What follows belongs to an exercise in optimizing a design on an open flow for small area and a short achievable clock period; a production flow would make more cautious choices.
RTL that was checked went through simulation tests only; none was proved equivalent to the original.
Power figures rest on the tool's default switching activity, not on a simulated workload.

export LEC_CHECK = 0
export CAP_MARGIN = 20
export CORE_MARGIN = 2
export CORE_UTILIZATION = 60
export SLEW_MARGIN = 20
export SYNTH_HIERARCHICAL = 1
create_clock -name core_clock -period 85.0 [get_ports {clk}]
standard.sh (not shown) runs the stock make flow with config.mk's settings and CLKGATE_MAP_FILE= SYNTH_SCRIPT=/design/flow/synth_recipe.tcl, a recipe that flattens the netlist after the stock synthesis.
==> flow/flow/run.sh <==
#!/bin/bash
# The standard layout, with the smallest buffer cell on the ports in place of
# the one buffer_ports picks by default, a clock tree of smaller buffers
# without dummy loads, and timing repair asked to reach a setup slack of
# SETUP_SLACK_MARGIN ns.
set -euo pipefail
export BUFFER_PORTS_ARGS="-buffer_cell sky130_fd_sc_hd__buf_1"
export CTS_ARGS="-sink_clustering_enable -repair_clock_nets -dont_use_dummy_load -buf_list sky130_fd_sc_hd__clkbuf_8 -sink_clustering_size 14 -sink_clustering_max_diameter 70"
bash standard.sh SETUP_SLACK_MARGIN=65.7 > standard.log 2>&1
Change:
--- a/flow/design.v
+++ b/flow/design.v
@@ -70,18 +70,20 @@
     p = a ^ b;
     g = a & b;
     g[0] = g[0] | (p[0] & cin);
     pp = p;
-    for (int l = 1; l <= 5; l++)
-        for (int i = (1 << l) - 1; i < 32; i += (1 << l)) begin
-            g[i] = g[i] | (pp[i] & g[i - (1 << (l - 1))]);
-            pp[i] = pp[i] & pp[i - (1 << (l - 1))];
-        end
-    for (int l = 4; l >= 1; l--)
-        for (int i = (1 << l) + (1 << (l - 1)) - 1; i < 32; i += (1 << l)) begin
-            g[i] = g[i] | (pp[i] & g[i - (1 << (l - 1))]);
-            pp[i] = pp[i] & pp[i - (1 << (l - 1))];
-        end
+    for (int i = 1; i < 32; i += 2) begin
+        g[i] = g[i] | (pp[i] & g[i - 1]);
+        pp[i] = pp[i] & pp[i - 1];
+    end
+    for (int l = 1; l < 5; l++)
+        for (int i = 1; i < 32; i += 2)
+            if (i & (1 << l)) begin
+                g[i] = g[i] | (pp[i] & g[((i >> l) << l) - 1]);
+                pp[i] = pp[i] & pp[((i >> l) << l) - 1];
+            end
+    for (int i = 2; i < 32; i += 2)
+        g[i] = g[i] | (pp[i] & g[i - 1]);
     add32 = p ^ {g[30:0], cin};
 endfunction
 module adder(
     input clk,
What happened:
- core utilization hardly moves
- global-route usage hardly moves
- combinational power climbs by about 6.6%
- hold slack degrades by 0.013 ns
- count of clock-buffer cells in the layout stays the same
- sequential power hardly moves
- area after synthesis hardly moves
The RTL of the second run of this note was laid out without a check of its function.

--- another note on this design; it stands on its own ---

// int_fu
module int_fu (
    input  logic                  clk,
    input  logic                  rst,
    input  logic [INT_DATA_W-1:0] add_a,
    input  logic [INT_DATA_W-1:0] add_b,
    input  logic                  add_valid_i,
    output logic [INT_DATA_W-1:0] add_result,
    output logic                  add_valid_o,
    input  logic [INT_DATA_W-1:0] sub_a,
    input  logic [INT_DATA_W-1:0] sub_b,
    input  logic                  sub_valid_i,
    output logic [INT_DATA_W-1:0] sub_result,
    output logic                  sub_valid_o,
    input  logic [INT_DATA_W-1:0] mul_a,
    input  logic [INT_DATA_W-1:0] mul_b,
    input  logic                  mul_valid_i,
    output logic [INT_DATA_W-1:0] mul_result,
    output logic                  mul_busy,
    input  logic [INT_DATA_W-1:0] div_a,
    input  logic [INT_DATA_W-1:0] div_b,
    input  logic                  div_valid_i,
    output logic [INT_DATA_W-1:0] div_result,
    output logic                  div_busy
);
For scale: roughly 260 flip-flops, roughly 390 I/O pins, roughly 23000 um2 of cells after synthesis.
export LEC_CHECK = 0
export CAP_MARGIN = 20
export CORE_MARGIN = 2
export CORE_UTILIZATION = 70
export SLEW_MARGIN = 20
export SYNTH_HIERARCHICAL = 1
create_clock -name core_clock -period 85.0 [get_ports {clk}]
standard.sh (not shown) runs the stock make flow with config.mk's settings and CLKGATE_MAP_FILE= SYNTH_SCRIPT=/design/flow/synth_recipe.tcl, a recipe that flattens the netlist after the stock synthesis.
==> flow/flow/run.sh <==
#!/bin/bash
# The standard layout, with the smallest buffer cell on the ports in place of
# the one buffer_ports picks by default, a clock tree of smaller buffers
# without dummy loads, and timing repair asked to reach a setup slack of
# SETUP_SLACK_MARGIN ns.
set -euo pipefail
export BUFFER_PORTS_ARGS="-buffer_cell sky130_fd_sc_hd__buf_1"
export CTS_ARGS="-sink_clustering_enable -repair_clock_nets -dont_use_dummy_load -buf_list sky130_fd_sc_hd__clkbuf_8 -sink_clustering_size 12 -sink_clustering_max_diameter 60"
bash standard.sh SETUP_SLACK_MARGIN=66.3 > standard.log 2>&1
Then changed:
==> flow/flow/run.sh (replaced) <==
#!/bin/bash
# The standard layout, with the smallest buffer cell on the ports in place of
# the one buffer_ports picks by default, a clock tree of smaller buffers
# without dummy loads, and timing repair asked to reach a setup slack of
# SETUP_SLACK_MARGIN ns.
set -euo pipefail
export BUFFER_PORTS_ARGS="-buffer_cell sky130_fd_sc_hd__buf_1"
export CTS_ARGS="-sink_clustering_enable -repair_clock_nets -dont_use_dummy_load -buf_list sky130_fd_sc_hd__clkbuf_8 -sink_clustering_size 14 -sink_clustering_max_diameter 70"
bash standard.sh SETUP_SLACK_MARGIN=65.7 > standard.log 2>&1
CORE_UTILIZATION = 60   (was 70)
After rerunning:
- The new run finished clean
- sequential share of layout area increases by 0.40 points
- clock skew increases by 5.5 ps
- first-iteration DRC count decreases by a quarter to a third
- combinational power decreases slightly
- fmax decreases slightly
- worst hold slack improves by 4.3 ps
- global-route usage decreases by 5.6 points
- wire length decreases by a few percent
- sequential cell count stays the same

afterwards: timing with drivers on the ports:
In the flow no input, the clock included, has a driving cell. The finished layouts below were timed again as built, in two steps. Step 1 (the two cells are an assumption about what drives the block):
set clk [get_ports {clk}]
set_driving_cell -lib_cell sky130_fd_sc_hd__clkbuf_16 $clk
set_driving_cell -lib_cell sky130_fd_sc_hd__buf_2 [delete_from_list [all_inputs] $clk]
Step 2 times the ports against the registers' clock, not the clock port: input delays grow and output delays shrink by t, the midpoint of the rising clock arrivals with the driver on. Slacks: ideal / step 1 / step 2; pairs: ideal / step 1.
run | shift t [ns] | setup slack, ns | worst setup path at the end | cell pins on the clock port's net
the first run of note 1 | 0.666 | 65.835 / 65.855 / 65.189 | input to register | 1
the second run of note 1 | 0.637 | 65.841 / 65.869 / 65.231 | input to register | 1
the first run of note 2 | 0.672 | 66.173 / 66.175 / 65.502 | input to register | 1
the second run of note 2 | 0.668 | 66.009 / 66.029 / 65.361 | input to register | 1
After both steps setup and hold are still met in every run listed. For the first run of note 2, which loses most, drivers alone change the setup slack by +0.002 ns; drivers and shift together by -0.671 ns.
